Background: an optimization exercise with open tools, aiming at small area and a short achievable clock period. Do not read the settings as production practice. In this exercise RTL edits were held to simulation tests only and were not proved equivalent to the original. In every run shown here, the design's own scripts or RTL, not TritonCTS, make the clock network. The clock port is modelled as an ideal driver, which makes a skipped or thinned clock tree look cheaper than it is; a real chip needs a root buffer or a tree. Power and IR drop assume default switching activity.

--- config.mk ---
export PLATFORM = sky130hd
export DESIGN_NAME = TM_ALU
export DESIGN_NICKNAME = TM_ALU
export VERILOG_FILES = /design/flow/design.v
export SDC_FILE = /design/flow/constraint.sdc
export NUM_CORES = 4
export LEC_CHECK = 0
export CAP_MARGIN = 20
export CORE_MARGIN = 2
export CORE_UTILIZATION = 40
export SLEW_MARGIN = 20
export SYNTH_HIERARCHICAL = 1
--- constraint.sdc ---
create_clock -name core_clock -period 27.0 [get_ports {clk}]
set_input_delay 5.4000 -clock core_clock [delete_from_list [all_inputs] [get_ports {clk}]]
set_output_delay 5.4000 -clock core_clock [all_outputs]
set_load 0.01 [all_outputs]
--- design.v ---
module TM_ALU_iv (input a, output y); assign y = ~a; endmodule
module TM_ALU_nd (input a, input b, output y); assign y = ~(a & b); endmodule
module TM_ALU_nr (input a, input b, output y); assign y = ~(a | b); endmodule
module TM_ALU_xo (input a, input b, output y); assign y = a ^ b; endmodule
module TM_ALU_xn (input a, input b, output y); assign y = ~(a ^ b); endmodule
module TM_ALU_mi (input s, input a1, input a0, output y); assign y = ~(s ? a1 : a0); endmodule
module TM_ALU_an (input a, input b, output y); assign y = a & b; endmodule
module TM_ALU_or (input a, input b, output y); assign y = a | b; endmodule
module TM_ALU_ha (input a, input b, output s, output co);
    assign s = a ^ b;
    assign co = a & b;
endmodule
module TM_ALU_fa (input a, input b, input ci, output s, output co);
    assign s = a ^ b ^ ci;
    assign co = (a & b) | (ci & (a | b));
endmodule
module TM_ALU (clk, reset, AvgTxLen, InstExed, CurTxLen, AvgTxLen_new, InstExed_new);
    input clk, reset;
    input [7:0] AvgTxLen, InstExed, CurTxLen;
    output [7:0] AvgTxLen_new, InstExed_new;
    reg a0_0, a0_1, a0_2, a0_3, a0_4, a0_5, a0_6, a0_7, i0_0, i0_1, i0_2, i0_3, i0_4, i0_5, i0_6, i0_7, t0_0, t0_1, t0_2, t0_3, t0_4, t0_5, t0_6, t0_7, i1_0, i1_1, i1_2, i1_3, i1_4, i1_5, i1_6, i1_7, sg1, a1_0, a1_1, a1_2, a1_3, a1_4, a1_5, a1_6, a1_7, r1_0, r1_1, r1_2, d1_4, d1_3, d1_2, d1_1, d1_0, i2_0, i2_1, i2_2, i2_3, i2_4, i2_5, i2_6, i2_7, sg2, a2_0, a2_1, a2_2, a2_3, a2_4, a2_5, a2_6, a2_7, q2_4, q2_3, q2_2, r2_0, r2_1, r2_2, r2_3, r2_4, r2_5, d2_1, d2_0, avg3_0, avg3_1, avg3_2, avg3_3, avg3_4, avg3_5, avg3_6, avg3_7, inst3_0, inst3_1, inst3_2, inst3_3, inst3_4, inst3_5, inst3_6, inst3_7;
    wire xo1, xo2, xo3, xo4, xo5, xo6, xo7, xo8, nd9, xn10, iv11, mi12, xo13, mi14, xn15, iv16, mi17, xo18, mi19, xn20, iv21, mi22, xo23, mi24, xn25, iv26, mi27, xn28, xn29, or30, or31, or32, or33, or34, or35, or36, nr37, mi38, xo39, xn40, iv41, an42, iv43, fs44, fc45, iv46, nd47, mi48, mi49, xn50, xn51, or52, fs53, fc54, fs55, fc56, nr57, mi58, mi59, mi60, xo61, xo62, nd63, xo64, xn65, xn66, mi67, xo68, xo69, xo70, xo71, xn72, xo73, xn74, xo75, xn76, iv77, nd78, xn79, xn80, mi81, xn82, xo83, mi84, xn85, xn86, mi87, or88, or89, or90, iv91, nd92, mi93, mi94, mi95, mi96, xn97, or98, fs99, fc100, fs101, fc102, fs103, fc104, fs105, fc106, nr107, mi108, mi109, mi110, mi111, mi112, xn113, nd114, xn115, xn116, mi117, xn118, xo119, mi120, xn121, xn122, mi123, xn124, xo125, mi126, xn127, xn128, mi129, iv130, nd131, mi132, mi133, mi134, mi135, mi136, mi137, xn138, nr139, xo140, xn141, iv142, mi143, xo144, xo145, mi146, xo147, xn148, iv149, mi150, xo151, xo152, mi153, xo154, xn155, iv156, mi157, xo158, xo159, mi160, iv161, nd162, mi163, mi164, mi165, mi166, mi167, mi168, mi169, xn170, iv171, nd172, xn173, mi174, xn175, mi176, xn177, mi178, xn179, mi180, xn181, mi182, xn183, mi184, xn185, mi186, xo187, xo188, nd189, xo190, xn191, xn192, mi193, xn194, xo195, xo196, mi197, xn198, xn199, xn200, mi201, xn202, xo203, xo204, mi205, hs206, hc207, iv208, hs209, hc210, xo211, hs212, hc213, hs214, hc215, hs216, hc217, hs218, hc219, hs220, hc221, hs222, hc223, xo224;
    TM_ALU_xo uxo1 (.a(CurTxLen[0]), .b(AvgTxLen[0]), .y(xo1));
    TM_ALU_xo uxo2 (.a(CurTxLen[1]), .b(AvgTxLen[1]), .y(xo2));
    TM_ALU_xo uxo3 (.a(CurTxLen[2]), .b(AvgTxLen[2]), .y(xo3));
    TM_ALU_xo uxo4 (.a(CurTxLen[3]), .b(AvgTxLen[3]), .y(xo4));
    TM_ALU_xo uxo5 (.a(CurTxLen[4]), .b(AvgTxLen[4]), .y(xo5));
    TM_ALU_xo uxo6 (.a(CurTxLen[5]), .b(AvgTxLen[5]), .y(xo6));
    TM_ALU_xo uxo7 (.a(CurTxLen[6]), .b(AvgTxLen[6]), .y(xo7));
    TM_ALU_xo uxo8 (.a(CurTxLen[7]), .b(AvgTxLen[7]), .y(xo8));
    TM_ALU_nd und9 (.a(t0_0), .b(a0_0), .y(nd9));
    TM_ALU_xn uxn10 (.a(t0_1), .b(nd9), .y(xn10));
    TM_ALU_iv uiv11 (.a(a0_1), .y(iv11));
    TM_ALU_mi umi12 (.s(t0_1), .a1(iv11), .a0(nd9), .y(mi12));
    TM_ALU_xo uxo13 (.a(t0_2), .b(mi12), .y(xo13));
    TM_ALU_mi umi14 (.s(t0_2), .a1(a0_2), .a0(mi12), .y(mi14));
    TM_ALU_xn uxn15 (.a(t0_3), .b(mi14), .y(xn15));
    TM_ALU_iv uiv16 (.a(a0_3), .y(iv16));
    TM_ALU_mi umi17 (.s(t0_3), .a1(iv16), .a0(mi14), .y(mi17));
    TM_ALU_xo uxo18 (.a(t0_4), .b(mi17), .y(xo18));
    TM_ALU_mi umi19 (.s(t0_4), .a1(a0_4), .a0(mi17), .y(mi19));
    TM_ALU_xn uxn20 (.a(t0_5), .b(mi19), .y(xn20));
    TM_ALU_iv uiv21 (.a(a0_5), .y(iv21));
    TM_ALU_mi umi22 (.s(t0_5), .a1(iv21), .a0(mi19), .y(mi22));
    TM_ALU_xo uxo23 (.a(t0_6), .b(mi22), .y(xo23));
    TM_ALU_mi umi24 (.s(t0_6), .a1(a0_6), .a0(mi22), .y(mi24));
    TM_ALU_xn uxn25 (.a(t0_7), .b(mi24), .y(xn25));
    TM_ALU_iv uiv26 (.a(a0_7), .y(iv26));
    TM_ALU_mi umi27 (.s(t0_7), .a1(iv26), .a0(mi24), .y(mi27));
    TM_ALU_xn uxn28 (.a(xn25), .b(mi27), .y(xn28));
    TM_ALU_xn uxn29 (.a(xn28), .b(i0_0), .y(xn29));
    TM_ALU_or uor30 (.a(xn28), .b(i0_0), .y(or30));
    TM_ALU_or uor31 (.a(i0_7), .b(i0_6), .y(or31));
    TM_ALU_or uor32 (.a(or31), .b(i0_5), .y(or32));
    TM_ALU_or uor33 (.a(or32), .b(i0_4), .y(or33));
    TM_ALU_or uor34 (.a(or33), .b(i0_3), .y(or34));
    TM_ALU_or uor35 (.a(or34), .b(i0_2), .y(or35));
    TM_ALU_or uor36 (.a(or35), .b(i0_1), .y(or36));
    TM_ALU_nr unr37 (.a(or30), .b(or36), .y(nr37));
    TM_ALU_mi umi38 (.s(nr37), .a1(xn29), .a0(xn28), .y(mi38));
    TM_ALU_xo uxo39 (.a(xo23), .b(mi27), .y(xo39));
    TM_ALU_xn uxn40 (.a(xo39), .b(i0_0), .y(xn40));
    TM_ALU_iv uiv41 (.a(i0_0), .y(iv41));
    TM_ALU_an uan42 (.a(xo39), .b(iv41), .y(an42));
    TM_ALU_iv uiv43 (.a(i0_1), .y(iv43));
    TM_ALU_fa ufs44 (.a(mi38), .b(iv43), .ci(an42), .s(fs44), .co(fc45));
    TM_ALU_iv uiv46 (.a(or35), .y(iv46));
    TM_ALU_nd und47 (.a(fc45), .b(iv46), .y(nd47));
    TM_ALU_mi umi48 (.s(nd47), .a1(xo39), .a0(xn40), .y(mi48));
    TM_ALU_mi umi49 (.s(nd47), .a1(mi38), .a0(fs44), .y(mi49));
    TM_ALU_xn uxn50 (.a(xn20), .b(mi27), .y(xn50));
    TM_ALU_xn uxn51 (.a(xn50), .b(i0_0), .y(xn51));
    TM_ALU_or uor52 (.a(xn50), .b(i0_0), .y(or52));
    TM_ALU_fa ufs53 (.a(mi48), .b(i0_1), .ci(or52), .s(fs53), .co(fc54));
    TM_ALU_fa ufs55 (.a(mi49), .b(i0_2), .ci(fc54), .s(fs55), .co(fc56));
    TM_ALU_nr unr57 (.a(fc56), .b(or34), .y(nr57));
    TM_ALU_mi umi58 (.s(nr57), .a1(xn51), .a0(xn50), .y(mi58));
    TM_ALU_mi umi59 (.s(nr57), .a1(fs53), .a0(mi48), .y(mi59));
    TM_ALU_mi umi60 (.s(nr57), .a1(fs55), .a0(mi49), .y(mi60));
    TM_ALU_xo uxo61 (.a(nr57), .b(mi27), .y(xo61));
    TM_ALU_xo uxo62 (.a(a0_5), .b(xo61), .y(xo62));
    TM_ALU_nd und63 (.a(a0_5), .b(xo61), .y(nd63));
    TM_ALU_xo uxo64 (.a(nd47), .b(mi27), .y(xo64));
    TM_ALU_xn uxn65 (.a(a0_6), .b(xo64), .y(xn65));
    TM_ALU_xn uxn66 (.a(xn65), .b(nd63), .y(xn66));
    TM_ALU_mi umi67 (.s(xn65), .a1(nd63), .a0(xo64), .y(mi67));
    TM_ALU_xo uxo68 (.a(nr37), .b(mi27), .y(xo68));
    TM_ALU_xo uxo69 (.a(a0_7), .b(xo68), .y(xo69));
    TM_ALU_xo uxo70 (.a(xo69), .b(mi67), .y(xo70));
    TM_ALU_xo uxo71 (.a(xo18), .b(mi27), .y(xo71));
    TM_ALU_xn uxn72 (.a(xn15), .b(mi27), .y(xn72));
    TM_ALU_xo uxo73 (.a(xo13), .b(mi27), .y(xo73));
    TM_ALU_xn uxn74 (.a(xn10), .b(mi27), .y(xn74));
    TM_ALU_xo uxo75 (.a(t0_0), .b(mi27), .y(xo75));
    TM_ALU_xn uxn76 (.a(d1_4), .b(i1_0), .y(xn76));
    TM_ALU_iv uiv77 (.a(i1_0), .y(iv77));
    TM_ALU_nd und78 (.a(d1_4), .b(iv77), .y(nd78));
    TM_ALU_xn uxn79 (.a(r1_0), .b(i1_1), .y(xn79));
    TM_ALU_xn uxn80 (.a(xn79), .b(nd78), .y(xn80));
    TM_ALU_mi umi81 (.s(xn79), .a1(nd78), .a0(i1_1), .y(mi81));
    TM_ALU_xn uxn82 (.a(r1_1), .b(i1_2), .y(xn82));
    TM_ALU_xo uxo83 (.a(xn82), .b(mi81), .y(xo83));
    TM_ALU_mi umi84 (.s(xn82), .a1(mi81), .a0(r1_1), .y(mi84));
    TM_ALU_xn uxn85 (.a(r1_2), .b(i1_3), .y(xn85));
    TM_ALU_xn uxn86 (.a(xn85), .b(mi84), .y(xn86));
    TM_ALU_mi umi87 (.s(xn85), .a1(mi84), .a0(i1_3), .y(mi87));
    TM_ALU_or uor88 (.a(i1_7), .b(i1_6), .y(or88));
    TM_ALU_or uor89 (.a(or88), .b(i1_5), .y(or89));
    TM_ALU_or uor90 (.a(or89), .b(i1_4), .y(or90));
    TM_ALU_iv uiv91 (.a(or90), .y(iv91));
    TM_ALU_nd und92 (.a(mi87), .b(iv91), .y(nd92));
    TM_ALU_mi umi93 (.s(nd92), .a1(d1_4), .a0(xn76), .y(mi93));
    TM_ALU_mi umi94 (.s(nd92), .a1(r1_0), .a0(xn80), .y(mi94));
    TM_ALU_mi umi95 (.s(nd92), .a1(r1_1), .a0(xo83), .y(mi95));
    TM_ALU_mi umi96 (.s(nd92), .a1(r1_2), .a0(xn86), .y(mi96));
    TM_ALU_xn uxn97 (.a(d1_3), .b(i1_0), .y(xn97));
    TM_ALU_or uor98 (.a(d1_3), .b(i1_0), .y(or98));
    TM_ALU_fa ufs99 (.a(mi93), .b(i1_1), .ci(or98), .s(fs99), .co(fc100));
    TM_ALU_fa ufs101 (.a(mi94), .b(i1_2), .ci(fc100), .s(fs101), .co(fc102));
    TM_ALU_fa ufs103 (.a(mi95), .b(i1_3), .ci(fc102), .s(fs103), .co(fc104));
    TM_ALU_fa ufs105 (.a(mi96), .b(i1_4), .ci(fc104), .s(fs105), .co(fc106));
    TM_ALU_nr unr107 (.a(fc106), .b(or89), .y(nr107));
    TM_ALU_mi umi108 (.s(nr107), .a1(xn97), .a0(d1_3), .y(mi108));
    TM_ALU_mi umi109 (.s(nr107), .a1(fs99), .a0(mi93), .y(mi109));
    TM_ALU_mi umi110 (.s(nr107), .a1(fs101), .a0(mi94), .y(mi110));
    TM_ALU_mi umi111 (.s(nr107), .a1(fs103), .a0(mi95), .y(mi111));
    TM_ALU_mi umi112 (.s(nr107), .a1(fs105), .a0(mi96), .y(mi112));
    TM_ALU_xn uxn113 (.a(d1_2), .b(i1_0), .y(xn113));
    TM_ALU_nd und114 (.a(d1_2), .b(iv77), .y(nd114));
    TM_ALU_xn uxn115 (.a(mi108), .b(i1_1), .y(xn115));
    TM_ALU_xn uxn116 (.a(xn115), .b(nd114), .y(xn116));
    TM_ALU_mi umi117 (.s(xn115), .a1(nd114), .a0(i1_1), .y(mi117));
    TM_ALU_xn uxn118 (.a(mi109), .b(i1_2), .y(xn118));
    TM_ALU_xo uxo119 (.a(xn118), .b(mi117), .y(xo119));
    TM_ALU_mi umi120 (.s(xn118), .a1(mi117), .a0(mi109), .y(mi120));
    TM_ALU_xn uxn121 (.a(mi110), .b(i1_3), .y(xn121));
    TM_ALU_xn uxn122 (.a(xn121), .b(mi120), .y(xn122));
    TM_ALU_mi umi123 (.s(xn121), .a1(mi120), .a0(i1_3), .y(mi123));
    TM_ALU_xn uxn124 (.a(mi111), .b(i1_4), .y(xn124));
    TM_ALU_xo uxo125 (.a(xn124), .b(mi123), .y(xo125));
    TM_ALU_mi umi126 (.s(xn124), .a1(mi123), .a0(mi111), .y(mi126));
    TM_ALU_xn uxn127 (.a(mi112), .b(i1_5), .y(xn127));
    TM_ALU_xn uxn128 (.a(xn127), .b(mi126), .y(xn128));
    TM_ALU_mi umi129 (.s(xn127), .a1(mi126), .a0(i1_5), .y(mi129));
    TM_ALU_iv uiv130 (.a(or88), .y(iv130));
    TM_ALU_nd und131 (.a(mi129), .b(iv130), .y(nd131));
    TM_ALU_mi umi132 (.s(nd131), .a1(d1_2), .a0(xn113), .y(mi132));
    TM_ALU_mi umi133 (.s(nd131), .a1(mi108), .a0(xn116), .y(mi133));
    TM_ALU_mi umi134 (.s(nd131), .a1(mi109), .a0(xo119), .y(mi134));
    TM_ALU_mi umi135 (.s(nd131), .a1(mi110), .a0(xn122), .y(mi135));
    TM_ALU_mi umi136 (.s(nd131), .a1(mi111), .a0(xo125), .y(mi136));
    TM_ALU_mi umi137 (.s(nd131), .a1(mi112), .a0(xn128), .y(mi137));
    TM_ALU_xn uxn138 (.a(d2_1), .b(i2_0), .y(xn138));
    TM_ALU_nr unr139 (.a(d2_1), .b(i2_0), .y(nr139));
    TM_ALU_xo uxo140 (.a(r2_0), .b(i2_1), .y(xo140));
    TM_ALU_xn uxn141 (.a(xo140), .b(nr139), .y(xn141));
    TM_ALU_iv uiv142 (.a(r2_0), .y(iv142));
    TM_ALU_mi umi143 (.s(xo140), .a1(nr139), .a0(iv142), .y(mi143));
    TM_ALU_xo uxo144 (.a(r2_1), .b(i2_2), .y(xo144));
    TM_ALU_xo uxo145 (.a(xo144), .b(mi143), .y(xo145));
    TM_ALU_mi umi146 (.s(xo144), .a1(mi143), .a0(r2_1), .y(mi146));
    TM_ALU_xo uxo147 (.a(r2_2), .b(i2_3), .y(xo147));
    TM_ALU_xn uxn148 (.a(xo147), .b(mi146), .y(xn148));
    TM_ALU_iv uiv149 (.a(r2_2), .y(iv149));
    TM_ALU_mi umi150 (.s(xo147), .a1(mi146), .a0(iv149), .y(mi150));
    TM_ALU_xo uxo151 (.a(r2_3), .b(i2_4), .y(xo151));
    TM_ALU_xo uxo152 (.a(xo151), .b(mi150), .y(xo152));
    TM_ALU_mi umi153 (.s(xo151), .a1(mi150), .a0(r2_3), .y(mi153));
    TM_ALU_xo uxo154 (.a(r2_4), .b(i2_5), .y(xo154));
    TM_ALU_xn uxn155 (.a(xo154), .b(mi153), .y(xn155));
    TM_ALU_iv uiv156 (.a(r2_4), .y(iv156));
    TM_ALU_mi umi157 (.s(xo154), .a1(mi153), .a0(iv156), .y(mi157));
    TM_ALU_xo uxo158 (.a(r2_5), .b(i2_6), .y(xo158));
    TM_ALU_xo uxo159 (.a(xo158), .b(mi157), .y(xo159));
    TM_ALU_mi umi160 (.s(xo158), .a1(mi157), .a0(r2_5), .y(mi160));
    TM_ALU_iv uiv161 (.a(i2_7), .y(iv161));
    TM_ALU_nd und162 (.a(mi160), .b(iv161), .y(nd162));
    TM_ALU_mi umi163 (.s(nd162), .a1(d2_1), .a0(xn138), .y(mi163));
    TM_ALU_mi umi164 (.s(nd162), .a1(r2_0), .a0(xn141), .y(mi164));
    TM_ALU_mi umi165 (.s(nd162), .a1(r2_1), .a0(xo145), .y(mi165));
    TM_ALU_mi umi166 (.s(nd162), .a1(r2_2), .a0(xn148), .y(mi166));
    TM_ALU_mi umi167 (.s(nd162), .a1(r2_3), .a0(xo152), .y(mi167));
    TM_ALU_mi umi168 (.s(nd162), .a1(r2_4), .a0(xn155), .y(mi168));
    TM_ALU_mi umi169 (.s(nd162), .a1(r2_5), .a0(xo159), .y(mi169));
    TM_ALU_xn uxn170 (.a(d2_0), .b(i2_0), .y(xn170));
    TM_ALU_iv uiv171 (.a(i2_0), .y(iv171));
    TM_ALU_nd und172 (.a(d2_0), .b(iv171), .y(nd172));
    TM_ALU_xn uxn173 (.a(mi163), .b(i2_1), .y(xn173));
    TM_ALU_mi umi174 (.s(xn173), .a1(nd172), .a0(i2_1), .y(mi174));
    TM_ALU_xn uxn175 (.a(mi164), .b(i2_2), .y(xn175));
    TM_ALU_mi umi176 (.s(xn175), .a1(mi174), .a0(mi164), .y(mi176));
    TM_ALU_xn uxn177 (.a(mi165), .b(i2_3), .y(xn177));
    TM_ALU_mi umi178 (.s(xn177), .a1(mi176), .a0(i2_3), .y(mi178));
    TM_ALU_xn uxn179 (.a(mi166), .b(i2_4), .y(xn179));
    TM_ALU_mi umi180 (.s(xn179), .a1(mi178), .a0(mi166), .y(mi180));
    TM_ALU_xn uxn181 (.a(mi167), .b(i2_5), .y(xn181));
    TM_ALU_mi umi182 (.s(xn181), .a1(mi180), .a0(i2_5), .y(mi182));
    TM_ALU_xn uxn183 (.a(mi168), .b(i2_6), .y(xn183));
    TM_ALU_mi umi184 (.s(xn183), .a1(mi182), .a0(mi168), .y(mi184));
    TM_ALU_xn uxn185 (.a(mi169), .b(i2_7), .y(xn185));
    TM_ALU_mi umi186 (.s(xn185), .a1(mi184), .a0(i2_7), .y(mi186));
    TM_ALU_xo uxo187 (.a(mi186), .b(sg2), .y(xo187));
    TM_ALU_xo uxo188 (.a(a2_0), .b(xo187), .y(xo188));
    TM_ALU_nd und189 (.a(a2_0), .b(xo187), .y(nd189));
    TM_ALU_xo uxo190 (.a(nd162), .b(sg2), .y(xo190));
    TM_ALU_xn uxn191 (.a(a2_1), .b(xo190), .y(xn191));
    TM_ALU_xn uxn192 (.a(xn191), .b(nd189), .y(xn192));
    TM_ALU_mi umi193 (.s(xn191), .a1(nd189), .a0(xo190), .y(mi193));
    TM_ALU_xn uxn194 (.a(q2_2), .b(sg2), .y(xn194));
    TM_ALU_xo uxo195 (.a(a2_2), .b(xn194), .y(xo195));
    TM_ALU_xo uxo196 (.a(xo195), .b(mi193), .y(xo196));
    TM_ALU_mi umi197 (.s(xo195), .a1(mi193), .a0(a2_2), .y(mi197));
    TM_ALU_xn uxn198 (.a(q2_3), .b(sg2), .y(xn198));
    TM_ALU_xn uxn199 (.a(a2_3), .b(xn198), .y(xn199));
    TM_ALU_xn uxn200 (.a(xn199), .b(mi197), .y(xn200));
    TM_ALU_mi umi201 (.s(xn199), .a1(mi197), .a0(xn198), .y(mi201));
    TM_ALU_xn uxn202 (.a(q2_4), .b(sg2), .y(xn202));
    TM_ALU_xo uxo203 (.a(a2_4), .b(xn202), .y(xo203));
    TM_ALU_xo uxo204 (.a(xo203), .b(mi201), .y(xo204));
    TM_ALU_mi umi205 (.s(xo203), .a1(mi201), .a0(a2_4), .y(mi205));
    TM_ALU_iv uiv208 (.a(mi205), .y(iv208));
    TM_ALU_ha uhs206 (.a(a2_5), .b(iv208), .s(hs206), .co(hc207));
    TM_ALU_ha uhs209 (.a(a2_6), .b(hc207), .s(hs209), .co(hc210));
    TM_ALU_xo uxo211 (.a(a2_7), .b(hc210), .y(xo211));
    TM_ALU_ha uhs212 (.a(i2_1), .b(i2_0), .s(hs212), .co(hc213));
    TM_ALU_ha uhs214 (.a(i2_2), .b(hc213), .s(hs214), .co(hc215));
    TM_ALU_ha uhs216 (.a(i2_3), .b(hc215), .s(hs216), .co(hc217));
    TM_ALU_ha uhs218 (.a(i2_4), .b(hc217), .s(hs218), .co(hc219));
    TM_ALU_ha uhs220 (.a(i2_5), .b(hc219), .s(hs220), .co(hc221));
    TM_ALU_ha uhs222 (.a(i2_6), .b(hc221), .s(hs222), .co(hc223));
    TM_ALU_xo uxo224 (.a(i2_7), .b(hc223), .y(xo224));
    always @(posedge clk) begin
        a0_0 <= AvgTxLen[0];
        a0_1 <= AvgTxLen[1];
        a0_2 <= AvgTxLen[2];
        a0_3 <= AvgTxLen[3];
        a0_4 <= AvgTxLen[4];
        a0_5 <= AvgTxLen[5];
        a0_6 <= AvgTxLen[6];
        a0_7 <= AvgTxLen[7];
        i0_0 <= InstExed[0];
        i0_1 <= InstExed[1];
        i0_2 <= InstExed[2];
        i0_3 <= InstExed[3];
        i0_4 <= InstExed[4];
        i0_5 <= InstExed[5];
        i0_6 <= InstExed[6];
        i0_7 <= InstExed[7];
        t0_0 <= xo1;
        t0_1 <= xo2;
        t0_2 <= xo3;
        t0_3 <= xo4;
        t0_4 <= xo5;
        t0_5 <= xo6;
        t0_6 <= xo7;
        t0_7 <= xo8;
        i1_0 <= i0_0;
        i1_1 <= i0_1;
        i1_2 <= i0_2;
        i1_3 <= i0_3;
        i1_4 <= i0_4;
        i1_5 <= i0_5;
        i1_6 <= i0_6;
        i1_7 <= i0_7;
        sg1 <= mi27;
        a1_0 <= a0_0;
        a1_1 <= a0_1;
        a1_2 <= a0_2;
        a1_3 <= a0_3;
        a1_4 <= a0_4;
        a1_5 <= xo62;
        a1_6 <= xn66;
        a1_7 <= xo70;
        r1_0 <= mi58;
        r1_1 <= mi59;
        r1_2 <= mi60;
        d1_4 <= xo71;
        d1_3 <= xn72;
        d1_2 <= xo73;
        d1_1 <= xn74;
        d1_0 <= xo75;
        i2_0 <= i1_0;
        i2_1 <= i1_1;
        i2_2 <= i1_2;
        i2_3 <= i1_3;
        i2_4 <= i1_4;
        i2_5 <= i1_5;
        i2_6 <= i1_6;
        i2_7 <= i1_7;
        sg2 <= sg1;
        a2_0 <= a1_0;
        a2_1 <= a1_1;
        a2_2 <= a1_2;
        a2_3 <= a1_3;
        a2_4 <= a1_4;
        a2_5 <= a1_5;
        a2_6 <= a1_6;
        a2_7 <= a1_7;
        q2_4 <= nd92;
        q2_3 <= nr107;
        q2_2 <= nd131;
        r2_0 <= mi132;
        r2_1 <= mi133;
        r2_2 <= mi134;
        r2_3 <= mi135;
        r2_4 <= mi136;
        r2_5 <= mi137;
        d2_1 <= d1_1;
        d2_0 <= d1_0;
        avg3_0 <= xo188;
        avg3_1 <= xn192;
        avg3_2 <= xo196;
        avg3_3 <= xn200;
        avg3_4 <= xo204;
        avg3_5 <= hs206;
        avg3_6 <= hs209;
        avg3_7 <= xo211;
        inst3_0 <= iv171;
        inst3_1 <= hs212;
        inst3_2 <= hs214;
        inst3_3 <= hs216;
        inst3_4 <= hs218;
        inst3_5 <= hs220;
        inst3_6 <= hs222;
        inst3_7 <= xo224;
    end
    assign AvgTxLen_new = {avg3_7, avg3_6, avg3_5, avg3_4, avg3_3, avg3_2, avg3_1, avg3_0};
    assign InstExed_new = {inst3_7, inst3_6, inst3_5, inst3_4, inst3_3, inst3_2, inst3_1, inst3_0};
endmodule
--- flow/run.sh ---
#!/bin/bash
set -euo pipefail
export BUFFER_PORTS_ARGS="-buffer_cell sky130_fd_sc_hd__buf_1"
export POST_CTS_TCL="$(pwd)/flow/cts_post.tcl"
export CLKTREE_N=${CLKTREE_N:-4}
export CLKTREE_BUF=${CLKTREE_BUF:-sky130_fd_sc_hd__clkbuf_16}
bash standard.sh > standard_flow.log 2>&1
--- flow/cts_post.tcl ---
set block [ord::get_db_block]
set nbuf $::env(CLKTREE_N)
set bufm [[ord::get_db] findMaster $::env(CLKTREE_BUF)]
set clkport [$block findBTerm clk]
set clknet [$clkport getNet]
# collect the flip-flop clock pins and the clock-tree cells below the port
set sinks {}
set tree {}
set todo [list $clknet]
while {[llength $todo]} {
  set net [lindex $todo 0]; set todo [lrange $todo 1 end]
  foreach it [$net getITerms] {
    if {[$it isOutputSignal]} continue
    set inst [$it getInst]
    set mname [[$inst getMaster] getName]
    if {[string match "*dfxtp*" $mname]} {
      lappend sinks $it
    } else {
      lappend tree $inst
      foreach ot [$inst getITerms] {
        if {[$ot isOutputSignal] && [$ot getNet] ne "NULL"} { lappend todo [$ot getNet] }
      }
    }
  }
}
puts "clock tree: [llength $sinks] sinks, [llength $tree] tree cells"
# remove the old tree
set oldnets {}
foreach inst $tree {
  foreach ot [$inst getITerms] {
    if {[$ot isOutputSignal] && [$ot getNet] ne "NULL"} { lappend oldnets [$ot getNet] }
  }
}
foreach it $sinks { $it disconnect }
foreach inst $tree { odb::dbInst_destroy $inst }
foreach net [lsort -unique $oldnets] { if {$net ne $clknet} { odb::dbNet_destroy $net } }
# k-means on the flip-flop locations
set pts {}
foreach it $sinks {
  set b [[$it getInst] getBBox]
  lappend pts [list [expr {([$b xMin]+[$b xMax])/2.0}] [expr {([$b yMin]+[$b yMax])/2.0}]]
}
set n [llength $pts]
set cent {}
set sorted [lsort -real -index 0 $pts]
for {set k 0} {$k < $nbuf} {incr k} {
  lappend cent [lindex $sorted [expr {int(($k + 0.5) * $n / $nbuf)}]]
}
for {set iter 0} {$iter < 30} {incr iter} {
  set asg {}
  foreach p $pts {
    set best 0; set bd 1e30
    for {set k 0} {$k < $nbuf} {incr k} {
      set c [lindex $cent $k]
      set d [expr {abs([lindex $p 0]-[lindex $c 0]) + abs([lindex $p 1]-[lindex $c 1])}]
      if {$d < $bd} { set bd $d; set best $k }
    }
    lappend asg $best
  }
  set newc {}
  for {set k 0} {$k < $nbuf} {incr k} {
    set sx 0; set sy 0; set m 0
    foreach p $pts a $asg { if {$a == $k} { set sx [expr {$sx+[lindex $p 0]}]; set sy [expr {$sy+[lindex $p 1]}]; incr m } }
    if {$m} { lappend newc [list [expr {$sx/$m}] [expr {$sy/$m}]] } else { lappend newc [lindex $cent $k] }
  }
  set cent $newc
}
for {set k 0} {$k < $nbuf} {incr k} {
  set inst [odb::dbInst_create $block $bufm "clkbuf_one_$k"]
  set net [odb::dbNet_create $block "clknet_one_$k"]
  $net setSigType CLOCK
  [$inst findITerm A] connect $clknet
  [$inst findITerm X] connect $net
  set c [lindex $cent $k]
  $inst setLocation [expr {int([lindex $c 0])}] [expr {int([lindex $c 1])}]
  $inst setPlacementStatus PLACED
  set m 0
  foreach it $sinks a $asg { if {$a == $k} { $it connect $net; incr m } }
  puts "clkbuf_one_$k: $m sinks"
}
detailed_placement
check_placement -verbose
estimate_parasitics -placement
report_clock_skew
--- standard.sh ---
#!/bin/bash
# synth_recipe.tcl (not shown) runs the flow's synth.tcl, then flattens the netlist and writes it again
# the make line also repeats each setting of config.mk as NAME=value (left out here)
make -C /OpenROAD-flow-scripts/flow DESIGN_CONFIG=/design/flow/config.mk WORK_HOME=/design/flow/orfs CLKGATE_MAP_FILE= SYNTH_SCRIPT=/design/flow/synth_recipe.tcl "${@:-finish}"
==> results of run 1 <==
==> metal layers <==
| metal | share of wire (%) | up-vias | track usage (%) |
|---|---|---|---|
| li1 | - | 1053 | - |
| met1 | 45 | 919 | 11.0 |
| met2 | 51 | 28 | 18.0 |
| met3 | 3.8 | 3 | 3.38 |
| met4 | 1.0 | 0 | 2.81 |
| met5 | 0 | - | 0 |
==> cell usage in the layout (no fill, tap or decap), drive strengths merged <==
cell	netlist	final
and2	1	1
buf	16	41
clkbuf	0	4
dfxtp	93	93
fa	7	7
ha	8	8
inv	16	16
mux2i	61	61
nand2	10	10
nor2	4	4
or2	12	12
xnor2	47	47
xor2	42	42
==> Yosys stat by module (local to each module, per instance) <==
module	cells inside	copies in the design	flip-flops and latches	cell area (um2)
TM_ALU_or	1	12	0	6.26
TM_ALU_fa	1	7	0	20.0
TM_ALU_xn	1	47	0	8.76
TM_ALU_nr	1	4	0	3.75
TM_ALU_nd	1	10	0	3.75
TM_ALU_mi	1	61	0	10.0
TM_ALU_iv	1	16	0	3.75
TM_ALU_an	1	1	0	6.26
TM_ALU_xo	1	42	0	8.76
TM_ALU	109	1	93	1980
TM_ALU_ha	1	8	0	12.5
==> cells in the mapped netlist, drive strengths merged <==
| master | count |
|---|---|
| nor2 | 4 |
| ha | 8 |
| nand2 | 10 |
| and2 | 1 |
| inv | 16 |
| mux2i | 61 |
| buf | 16 |
| xnor2 | 47 |
| or2 | 12 |
| dfxtp | 93 |
| xor2 | 42 |
| fa | 7 |
==> power breakdown <==
group / internal (mW) / switching (mW) / total, mW
Sequential: 0.165 / 0.0144 / 0.179
Clock: 0.0270 / 0.0319 / 0.0589
Combinational: 0.0866 / 0.0839 / 0.171
==> area by class of cell <==
type	instances	area [um2]
flip-flops and latches	93	1860
plain buffers	4	100
well taps	129	161
fillers	863	5130
inverters	16	60.1
multi-input cells	192	1760
repair buffers	41	158
==> per-stage QoR <==
stage / power (mW) / area, um2 / instances / setup WS [ns] / hold slack (ns)
global route: 0.442 / 4110 / 475 / 20.59 / 0.341
global placement: 0.353 / 4010 / 471 / 21.10 / 0.311
detailed placement: 0.357 / 4010 / 471 / 21.06 / 0.312
finish: 0.409 / 4110 / 475 / 20.97 / 0.333
floorplan: 0.337 / 3810 / 317 / 21.20 / 0.310
==> kinds of logic after synthesis <==
family | count (synthesis)
flops | 93
xor+xnor | 89
mux | 61
buf+inv | 32
simple gates | 27
fa+ha+maj | 15
==> worst min-delay path by stage <==
stage                     depth (start not counted)            to
after floorplan                                   0  a2_0$_DFF_P_
after global placement                            0   sg2$_DFF_P_
after detailed placement                          0  a2_5$_DFF_P_
after global routing                              0  a2_5$_DFF_P_
final                                             0  a2_0$_DFF_P_
==> Flow_metrics.wiki, run 1 <==
{| class="wikitable"
! Metric !! Value
|-
| Min-delay src || a1_0$_DFF_P_
|-
| Total stage count of the critical path || 1
|-
| Cell type with the highest aggregate area in the netlist || sky130_fd_sc_hd__dfxtp_1
|-
| Count of endpoints failing hold in the final timing report || 0
|-
| Register-to-Register Setup Slack || 21.10 ns
|-
| Total via count in the routed design || 2003
|-
| Max-cap viol count || 0
|-
| Unrepaired setup endpoints after global routing || no
|-
| Placer Congestion || 0.716
|-
| Vias per std cell || 4.22
|-
| Die outline width || around 100 um
|-
| Number of primary I/O pins || 42
|-
| Gr usage total || 9.95%
|-
| CP top delay family || flip-flops
|-
| Main combinational cell family by area after synthesis || XOR/XNOR gates
|-
| Residual DRC || 0
|-
| Sequential-to-total area share from yosys stat || 48.9%
|-
| First-pass GRT wire length || between 8000 and 9000 um
|-
| Initial antenna violation count || 0
|-
| Post-synthesis net count || 358
|-
| Final count of pins violating max slew || 0
|-
| Xor-xnor portion of the synthesized cell area || 20.5%
|-
| TritonRoute pass-1 iters || 2
|-
| Critical Setup Path Class || reg2out
|-
| Leakage power figure || 1.81 nW
|-
| Part of the cycle the worst path needs || between 20% and 30%
|-
| Count of inserted antenna diode cells || 0
|-
| Element type at the critical path start || flop
|-
| Number of unique standard cell types used by synthesis || 12
|-
| Core Rows || 35
|-
| Cell area after synthesis || 3810 um2
|-
| Port Buffers || 40
|-
| Compound-gate portion of the synthesized area || 0%
|-
| Slew headroom || 60.4%
|-
| Ranking of synthesized cells by area || sky130_fd_sc_hd__dfxtp_1, sky130_fd_sc_hd__mux2i_1, sky130_fd_sc_hd__xnor2_1
|-
| Hpwl dp || roughly 3700 um
|-
| Synthesized-area fraction occupied by and/or/nand/nor cells || 3.52%
|-
| Syn. warnings || 7
|-
| Vertical extent of the die || 102 um
|-
| Total number of clock tree sinks || just over 90
|-
| End of the worst register-to-register path || r2_2$_DFF_P_
|-
| Clock-pin slew on the worst setup and hold paths || ~0.1 ns
|-
| Share of layout cells above drive strength 1 || 1.45%
|-
| Yosys top cell area share || around half
|-
| Total Wirelength || 4610 um
|-
| Time the worst path needs with I/O delays and setup || 6.03 ns
|-
| Syn_area_per_cell || ~12 um2
|-
| Slowest stage cell on the critical path || sky130_fd_sc_hd__dfxtp_1
|-
| Required time reported for the critical path endpoint || around 22 ns
|-
| Layout Nets || 389
|-
| Signed area change from the synthesized netlist to the final layout || 7.86%
|-
| Final setup violation count || 0
|-
| Worst stage delay on the critical path || around 0.32 ns
|-
| Setup crit end kind || output pin
|-
| HP Class || reg2reg
|-
| Slew at the pin with the worst max-slew slack || 0.592 ns
|-
| Area enclosed by the die boundary || a little over 10000 um2
|-
| Power per cell area || 99.5 nW/um2
|-
| Fraction of synthesized area in multiplexers || 16.0%
|-
| Remaining Overflow, GRT || 0
|-
| Worst Setup EP || AvgTxLen_new[6]
|-
| Effective utilization at floorplan || 41.2%
|-
| Worst Reg-to-Reg Cells || 20
|-
| Routed WL per cell || 9.70 um
|-
| Largest vdd supply drop || 0.0000373 V
|-
| Number of nets with antenna violations after routing || 0
|-
| Sum of negative setup slack || 0 ns
|-
| Reg-to-reg startpoint || i1_1$_DFF_P_
|-
| Share of the core filled with cells || 44.4%
|-
| Maximum clock rate || 166 MHz
|-
| Core Area || 9240 um2
|-
| Synthesized-area fraction occupied by adder cells || 6.31%
|-
| Violation count after the first detailed-routing iteration || 40
|-
| Arrival @ worst endpoint || 0.63 ns
|-
| Number of cells produced by synthesis || 317
|-
| Status || no timing/DRC/antenna violations
|-
| Critical path origin || avg3_6$_DFF_P_
|-
| Synth Register Bits || 93
|-
| Largest net degree at the start of global routing || 31
|-
| Number of global-route vias before repair || 1980
|-
| Largest fanout on the critical path || 1
|-
| Cell breakdown of the critical path || buf_1
|-
| Buffer and inverter count on the worst path || 1
|-
| Max Clock Skew || 0.0231 ns
|-
| Source-to-sink clock delay at the later pin of the worst-skew pair || 0.16 ns
|}
==> run 2, diff against run 1 <==
--- a/config.mk
+++ b/config.mk
@@ -8,5 +8,5 @@
 export CAP_MARGIN = 20
 export CORE_MARGIN = 2
-export CORE_UTILIZATION = 40
+export CORE_UTILIZATION = 60
 export SLEW_MARGIN = 20
 export SYNTH_HIERARCHICAL = 1
==> run 2 against run 1 <==
  * Combinational power is essentially flat
  * Final cell count shrank 11%
  * Register-to-register slack gained 0.04 ns
  * Final area shrank 1.6%
  * Wire length shrank 3.0%
  * Sequential share of layout area grew 0.73 points
==> Flow_metrics.wiki, run 2 <==
{| class="wikitable"
! Metric !! Value
|-
| Status || no timing/DRC/antenna violations
|-
| Max-cap viol count || 0
|-
| Slew headroom || 60.0%
|-
| Critical Setup Path Class || reg2out
|-
| Part of the total power dissipated in the clock network || 14.2%
|-
| Comb power frac || 41.9%
|-
| Share of layout cells above drive strength 1 || 1.45%
|-
| Time the worst path needs with I/O delays and setup || 6.02 ns
|-
| Number of global-route vias before repair || 1892
|-
| Total number of clock tree sinks || 93
|-
| Number of nets with antenna violations after routing || 0
|-
| Synth Register Bits || 93
|-
| Number of unique standard cell types used by synthesis || 12
|-
| Part of the cycle the worst path needs || 22.3%
|-
| Final count of pins violating max slew || 0
|-
| Number of primary I/O pins || 42
|-
| Buffer and inverter count on the worst path || 1
|-
| Slew at the pin with the worst max-slew slack || 0.599 ns
|-
| Syn_area_per_cell || 12.0 um2
|-
| TritonRoute pass-1 iters || 2
|-
| Source-to-sink clock delay at the later pin of the worst-skew pair || roughly 0.16 ns
|-
| Leakage power figure || 1.81 nW
|-
| Total via count in the routed design || around 2000
|-
| Effective utilization at floorplan || 61.0%
|-
| Count of inserted antenna diode cells || 0
|-
| Placer Congestion || around 0.72
|-
| Number of synthesized flops with an enable pin || 0
|-
| Syn. warnings || 7
|-
| Cell type with the highest aggregate area in the netlist || sky130_fd_sc_hd__dfxtp_1
|-
| Number of cells produced by synthesis || 317
|-
| First-pass GRT wire length || 8000 um
|-
| Total Wirelength || 4470 um
|-
| Initial antenna violation count || 0
|-
| Core Rows || 29
|-
| Area enclosed by the die boundary || between 6000 and 7000 um2
|-
| Setup crit end kind || output pin
|-
| Sequential Power Share || about 44%
|-
| Most frequent cell after synthesis || sky130_fd_sc_hd__dfxtp_1
|-
| Gr usage total || 14.0%
|-
| Signed area change from the synthesized netlist to the final layout || 6.15%
|-
| Remaining Overflow, GRT || 0
|-
| Violation count after the first detailed-routing iteration || 38
|-
| Largest fanout on the critical path || 1
|-
| Die outline width || around 84 um
|-
| Total Power Consumption || 0.409 mW
|-
| Max Clock Skew || about 0.025 ns
|-
| Sum of negative setup slack || 0 ns
|-
| Cell area after synthesis || 3810 um2
|-
| Synth Flop Type || sky130_fd_sc_hd__dfxtp_1
|-
| Leading cell types in the layout, fill and taps excluded || sky130_fd_sc_hd__dfxtp_1, sky130_fd_sc_hd__mux2i_1, sky130_fd_sc_hd__xnor2_1
|-
| Share of flip-flops with an asynchronous set or reset after synthesis || 0%
|-
| Final setup violation count || 0
|-
| Yosys top cell area share || 48.9%
|-
| Minimum setup slack in the final design || approximately 21 ns
|-
| Cell breakdown of the critical path || buf_1
|-
| Required time reported for the critical path endpoint || between 20 and 25 ns
|-
| Port Buffers || 40
|-
| CP top delay family || flip-flops
|-
| Vertical extent of the die || roughly 84 um
|-
| Worst-case setup slack after placement || 21.06 ns
|-
| Post-synthesis net count || 358
|-
| Sequential-to-total area share from yosys stat || 48.9%
|-
| Largest vdd supply drop || 0.0000605 V
|-
| Slowest stage cell on the critical path || sky130_fd_sc_hd__dfxtp_1
|-
| Count of endpoints failing hold in the final timing report || 0
|-
| Share of the core filled with cells || about two thirds
|-
| Residual DRC || 0
|-
| Core Area || approximately 6200 um2
|-
| Routed WL per cell || 10.6 um
|-
| Hpwl dp || roughly 3700 um
|-
| Layout Nets || between 300 and 400
|-
| Sw power || 0.130 mW
|-
| Vias per std cell || 4.71
|-
| Element type at the critical path start || flop
|-
| Largest net degree at the start of global routing || 29
|-
| HP Class || reg2reg
|-
| Internal Dissipation || 0.278 mW
|-
| Commonest non-fill, non-tap cell in the layout || sky130_fd_sc_hd__dfxtp_1
|-
| Clock-pin slew on the worst setup and hold paths || about 0.10 ns
|-
| List of most frequent post-synthesis cells || sky130_fd_sc_hd__dfxtp_1, sky130_fd_sc_hd__mux2i_1, sky130_fd_sc_hd__xnor2_1, sky130_fd_sc_hd__xor2_1
|-
| Maximum clock rate || 166 MHz
|-
| Worst stage delay on the critical path || 0.32 ns
|-
| Ranking of synthesized cells by area || sky130_fd_sc_hd__dfxtp_1, sky130_fd_sc_hd__mux2i_1, sky130_fd_sc_hd__xnor2_1
|-
| Unrepaired setup endpoints after global routing || no
|-
| Switching share of power || about a third
|-
| Power per cell area || 101 nW/um2
|-
| Fin Hold WS || 0.335 ns
|-
| Arrival @ worst endpoint || 0.62 ns
|}
-- run 2: modules after synthesis, one instance, submodules excluded --
module / times used / flops+latches / area (um2) / cells inside
TM_ALU_mi: 61 / 0 / 10.0 / 1
TM_ALU_iv: 16 / 0 / 3.75 / 1
TM_ALU: 1 / 93 / 1980 / 109
TM_ALU_an: 1 / 0 / 6.26 / 1
TM_ALU_fa: 7 / 0 / 20.0 / 1
TM_ALU_nr: 4 / 0 / 3.75 / 1
TM_ALU_nd: 10 / 0 / 3.75 / 1
TM_ALU_or: 12 / 0 / 6.26 / 1
TM_ALU_ha: 8 / 0 / 12.5 / 1
TM_ALU_xo: 42 / 0 / 8.76 / 1
TM_ALU_xn: 47 / 0 / 8.76 / 1
-- run 2: cells by family after synthesis --
kind of cell | count (synthesis) | synth area share [%]
buf+inv | 32 | 4.73
flops | 93 | 48.9
fa+ha+maj | 15 | 6.31
mux | 61 | 16.0
xor+xnor | 89 | 20.5
simple gates | 27 | 3.52
-- run 2: worst register-to-register path, delay by kind of cell, from the launching register on --
kind                     cells  cell delay, ns
adder cells (fa/ha/maj)      4            1.59
XOR/XNOR                     2            0.42
flip-flops                   1            0.47
multiplexers                11            2.35
AND/OR/NAND/NOR              3            0.90
-- run 2: per-stage QoR --
step / std cells / cell area (um2)
6_report: 423 / 4040
5_1_grt: 423 / 4040
3_5_place_dp: 419 / 3940
3_3_place_gp: 419 / 3940
2_1_floorplan: 317 / 3810
-- run 2: per-layer routing --
layer | vias up | wire length (um) | GRT usage, %
li1 | 1057 | - | -
met1 | 904 | 2000 | 17.2
met2 | 29 | 2260 | 24.3
met3 | 4 | 145 | 2.87
met4 | 0 | 59 | 4.84
met5 | - | 0 | 0
-- run 2: power groups by stage --
stage,clock network [mW],logic [mW],registers (mW)
3_3_place_gp,0,0.170,0.182
6_report,0.0581,0.171,0.179
3_5_place_dp,0,0.174,0.183
2_1_floorplan,0,0.157,0.180
5_1_grt,0.0652,0.193,0.183
-- run 2: worst paths after layout --
check / startpoint / endpoint / slack (ns) / depth (start not counted)
max reg2reg: i1_1$_DFF_P_ / r2_4$_DFF_P_ / 21.14 / 20
max: avg3_4$_DFF_P_ / AvgTxLen_new[4] / 20.98 / 1
min reg2reg: a1_4$_DFF_P_ / a2_4$_DFF_P_ / 0.34 / 0
min: a1_4$_DFF_P_ / a2_4$_DFF_P_ / 0.34 / 0
-- run 2: final cells by class --
type / instances / area [um2]
Inverter: 16 / 60.1
Sequential cell: 93 / 1860
Multi-Input combinational cell: 192 / 1760
Buffer: 4 / 100
Tap cell: 77 / 96.3
Fill cell: 508 / 2200
Timing Repair Buffer: 41 / 158
==> run 3, diff against run 2 <==
==> flow/run.sh (replaced) <==
#!/bin/bash
set -euo pipefail
export BUFFER_PORTS_ARGS="-buffer_cell sky130_fd_sc_hd__buf_1"
export POST_CTS_TCL="$(pwd)/flow/cts_post.tcl"
export CLKTREE_N=${CLKTREE_N:-3}
export CLKTREE_BUF=${CLKTREE_BUF:-sky130_fd_sc_hd__clkbuf_16}
bash standard.sh > standard_flow.log 2>&1
--- a/config.mk
+++ b/config.mk
@@ -8,5 +8,5 @@
 export CAP_MARGIN = 20
 export CORE_MARGIN = 2
-export CORE_UTILIZATION = 60
+export CORE_UTILIZATION = 40
 export SLEW_MARGIN = 20
 export SYNTH_HIERARCHICAL = 1
==> run 3 against run 2 <==
  * Combinational power about the same
  * Register-to-register slack got worse by 0.02 ns
  * Area after synthesis unchanged
  * Die area increased by 47%
  * Final area increased by 0.99%
  * Clock skew decreased by 0.0086 ns
  * Power decreased by 1.7%
  * Highest routed layer unchanged
  * Still clean
  * Worst hold slack about the same
  * Global-route usage decreased by 4.2 points
  * Via count decreased by 0.15%
==> Flow_metrics.wiki, run 3 <==
{| class="wikitable"
! Metric !! Value
|-
| Synth Flop Type || sky130_fd_sc_hd__dfxtp_1
|-
| Source-to-sink clock delay at the later pin of the worst-skew pair || 0.18 ns
|-
| Routed WL per cell || 9.69 um
|-
| Maximum clock rate || 165 MHz
|-
| Layout Nets || approximately 390
|-
| Setup crit end kind || output pin
|-
| TritonRoute pass-1 iters || 4
|-
| First-pass GRT wire length || 8110 um
|-
| Initial antenna violation count || 0
|-
| Die outline width || 102 um
|-
| Vertical extent of the die || 102 um
|-
| Syn. warnings || 7
|-
| Slew at the pin with the worst max-slew slack || 0.593 ns
|-
| Number of synthesized flops with an enable pin || 0
|-
| Total via count in the routed design || 1991
|-
| Max-cap viol count || 0
|-
| Max Clock Skew || 0.0163 ns
|-
| Core Area || ~9200 um2
|-
| Number of nets with antenna violations after routing || 0
|-
| Cell area after synthesis || 3810 um2
|-
| Time the worst path needs with I/O delays and setup || 6.05 ns
|-
| Status || no timing/DRC/antenna violations
|-
| List of most frequent post-synthesis cells || sky130_fd_sc_hd__dfxtp_1, sky130_fd_sc_hd__mux2i_1, sky130_fd_sc_hd__xnor2_1, sky130_fd_sc_hd__xor2_1
|-
| Leakage power figure || 1.80 nW
|-
| Largest fanout on the critical path || 1
|-
| Port Buffers || 40
|-
| Most frequent cell after synthesis || sky130_fd_sc_hd__dfxtp_1
|-
| Part of the cycle the worst path needs || 22.4%
|-
| Slew headroom || 60.3%
|-
| Area enclosed by the die boundary || 10300 um2
|-
| Share of layout cells above drive strength 1 || 1.16%
|-
| Post-synthesis net count || about 360
|-
| Unrepaired setup endpoints after global routing || no
|-
| Clock-pin slew on the worst setup and hold paths || 0.12 ns
|-
| Critical Setup Path Class || reg2out
|-
| Yosys top cell area share || 48.9%
|-
| Worst Reg-to-Reg Cells || 20
|-
| Ranking of synthesized cells by area || sky130_fd_sc_hd__dfxtp_1, sky130_fd_sc_hd__mux2i_1, sky130_fd_sc_hd__xnor2_1
|-
| Vias per std cell || between 4 and 5
|-
| Core Rows || 35
|-
| Count of inserted antenna diode cells || 0
|-
| Cell breakdown of the critical path || buf_1
|-
| Synth Register Bits || 93
|-
| Hpwl dp || 3730 um
|-
| Total Power Consumption || 0.402 mW
|-
| Sum of negative setup slack || 0 ns
|-
| CP top delay family || flip-flops
|-
| Worst stage delay on the critical path || 0.33 ns
|-
| Leading cell types in the layout, fill and taps excluded || sky130_fd_sc_hd__dfxtp_1, sky130_fd_sc_hd__mux2i_1, sky130_fd_sc_hd__xnor2_1
|-
| Placer Congestion || 0.716
|-
| Arrival @ worst endpoint || about 0.65 ns
|-
| Buffer and inverter count on the worst path || 1
|-
| Number of global-route vias before repair || around 2000
|-
| Min-Delay Path Depth || 0
|-
| Effective utilization at floorplan || approximately two fifths
|-
| Syn_area_per_cell || 12.0 um2
|-
| Number of cells produced by synthesis || 317
|-
| Largest vdd supply drop || 0.0000392 V
|-
| Final count of pins violating max slew || 0
|-
| Gr usage total || approximately 10%
|-
| Element type at the critical path start || flop
|-
| Total stage count of the critical path || 1
|-
| Slowest stage cell on the critical path || sky130_fd_sc_hd__dfxtp_1
|-
| Cell type with the highest aggregate area in the netlist || sky130_fd_sc_hd__dfxtp_1
|-
| Final setup violation count || 0
|-
| Signed area change from the synthesized netlist to the final layout || 7.20%
|-
| Remaining Overflow, GRT || 0
|-
| Largest net degree at the start of global routing || 37
|-
| Power per cell area || 98.5 nW/um2
|-
| Commonest non-fill, non-tap cell in the layout || sky130_fd_sc_hd__dfxtp_1
|-
| Number of unique standard cell types used by synthesis || 12
|-
| Share of flip-flops with an asynchronous set or reset after synthesis || 0%
|-
| HP Class || reg2reg
|-
| Count of endpoints failing hold in the final timing report || 0
|-
| Total Wirelength || 4590 um
|-
| Residual DRC || 0
|-
| Total number of clock tree sinks || 93
|-
| Sequential-to-total area share from yosys stat || between 40 and 50%
|-
| Required time reported for the critical path endpoint || 21.60 ns
|-
| Violation count after the first detailed-routing iteration || 34
|-
| Number of primary I/O pins || between 40 and 50
|}
-- run 3: report_power, final --
| part | internal, mW | switching, mW | leakage (nW) |
|---|---|---|---|
| Combinational | 0.0865 | 0.0840 | 0.977 |
| Sequential | 0.165 | 0.0145 | 0.784 |
| Clock | 0.0206 | 0.0313 | 0.0370 |
-- run 3: final timing paths --
path / from / endpoint / slack (ns)
hold reg to reg: d1_1$_DFF_P_ / d2_1$_DFF_P_ / 0.34
hold / removal: d1_1$_DFF_P_ / d2_1$_DFF_P_ / 0.34
setup reg to reg: i1_1$_DFF_P_ / r2_2$_DFF_P_ / 21.12
setup / recovery: avg3_6$_DFF_P_ / AvgTxLen_new[6] / 20.95
-- run 3: cells by family after synthesis --
kind of cell | count (synthesis) | synth area share (%)
xor gates and xnor gates | 89 | 20.5
adders and majority gates | 15 | 6.31
buffers and inverters | 32 | 4.73
DFF | 93 | 48.9
muxes | 61 | 16.0
and+or+nand+nor | 27 | 3.52
-- run 3: metrics by stage --
step	util (%)	hold WS (ns)	worst slack, ns	std cells	cell area, um2
2_1_floorplan	-	0.310	21.20	317	3810
3_3_place_gp	43.3	0.311	21.10	471	4010
3_5_place_dp	43.3	0.312	21.06	471	4010
5_1_grt	44.2	0.344	20.60	474	4080
6_report	44.2	0.336	20.95	474	4080
-- run 3: modules after synthesis, one instance, submodules excluded, a selection --
module	cells	cell area, um2
TM_ALU_nd	1	3.75
TM_ALU_nr	1	3.75
TM_ALU	109	1980
TM_ALU_ha	1	12.5
TM_ALU_xn	1	8.76
TM_ALU_an	1	6.26
TM_ALU_xo	1	8.76
TM_ALU_fa	1	20.0
TM_ALU_iv	1	3.75
-- run 3: area by class of cell --
class	instances	area [um2]
repair buffers	41	158
inverters	16	60.1
multi-input cells	192	1760
plain buffers	3	75.1
well taps	129	161
fillers	865	5160
flip-flops and latches	93	1860
-- run 3: routing by layer --
layer	vias to the layer above	global-route usage, %	share of wire (%)
met5	-	0	0
met4	0	3.74	1.3
met3	2	2.14	3.2
met2	27	18.0	51
met1	909	10.9	44
li1	1053	-	-

==> afterwards: timing with drivers on the ports <==
Ports are ideal in the flow. The routed layouts listed here were re-timed in OpenROAD.
Step 1 sets driving cells, clkbuf_16 on the clock port and buf_2 on the other inputs (assumed; they add their load-dependent delay and slew).
Step 2, shift: input delay + t, output delay - t, t = (earliest + latest rising clock arrival at the registers) / 2. This alone moves slack from input paths to output paths.
Slacks: ideal ports / drivers / drivers and shift; pairs: ideal ports / drivers.
run	t (ns)	setup WS [ns]	hold slack, ns
run 1	0.223	20.970 / 20.898 / 21.101	0.333 / 0.333 / 0.333
run 2	0.218	20.976 / 20.905 / 21.123	0.335 / 0.335 / 0.335
run 3	0.229	20.952 / 20.889 / 21.118	0.336 / 0.336 / 0.336
After both steps setup and hold are still met in every run listed.
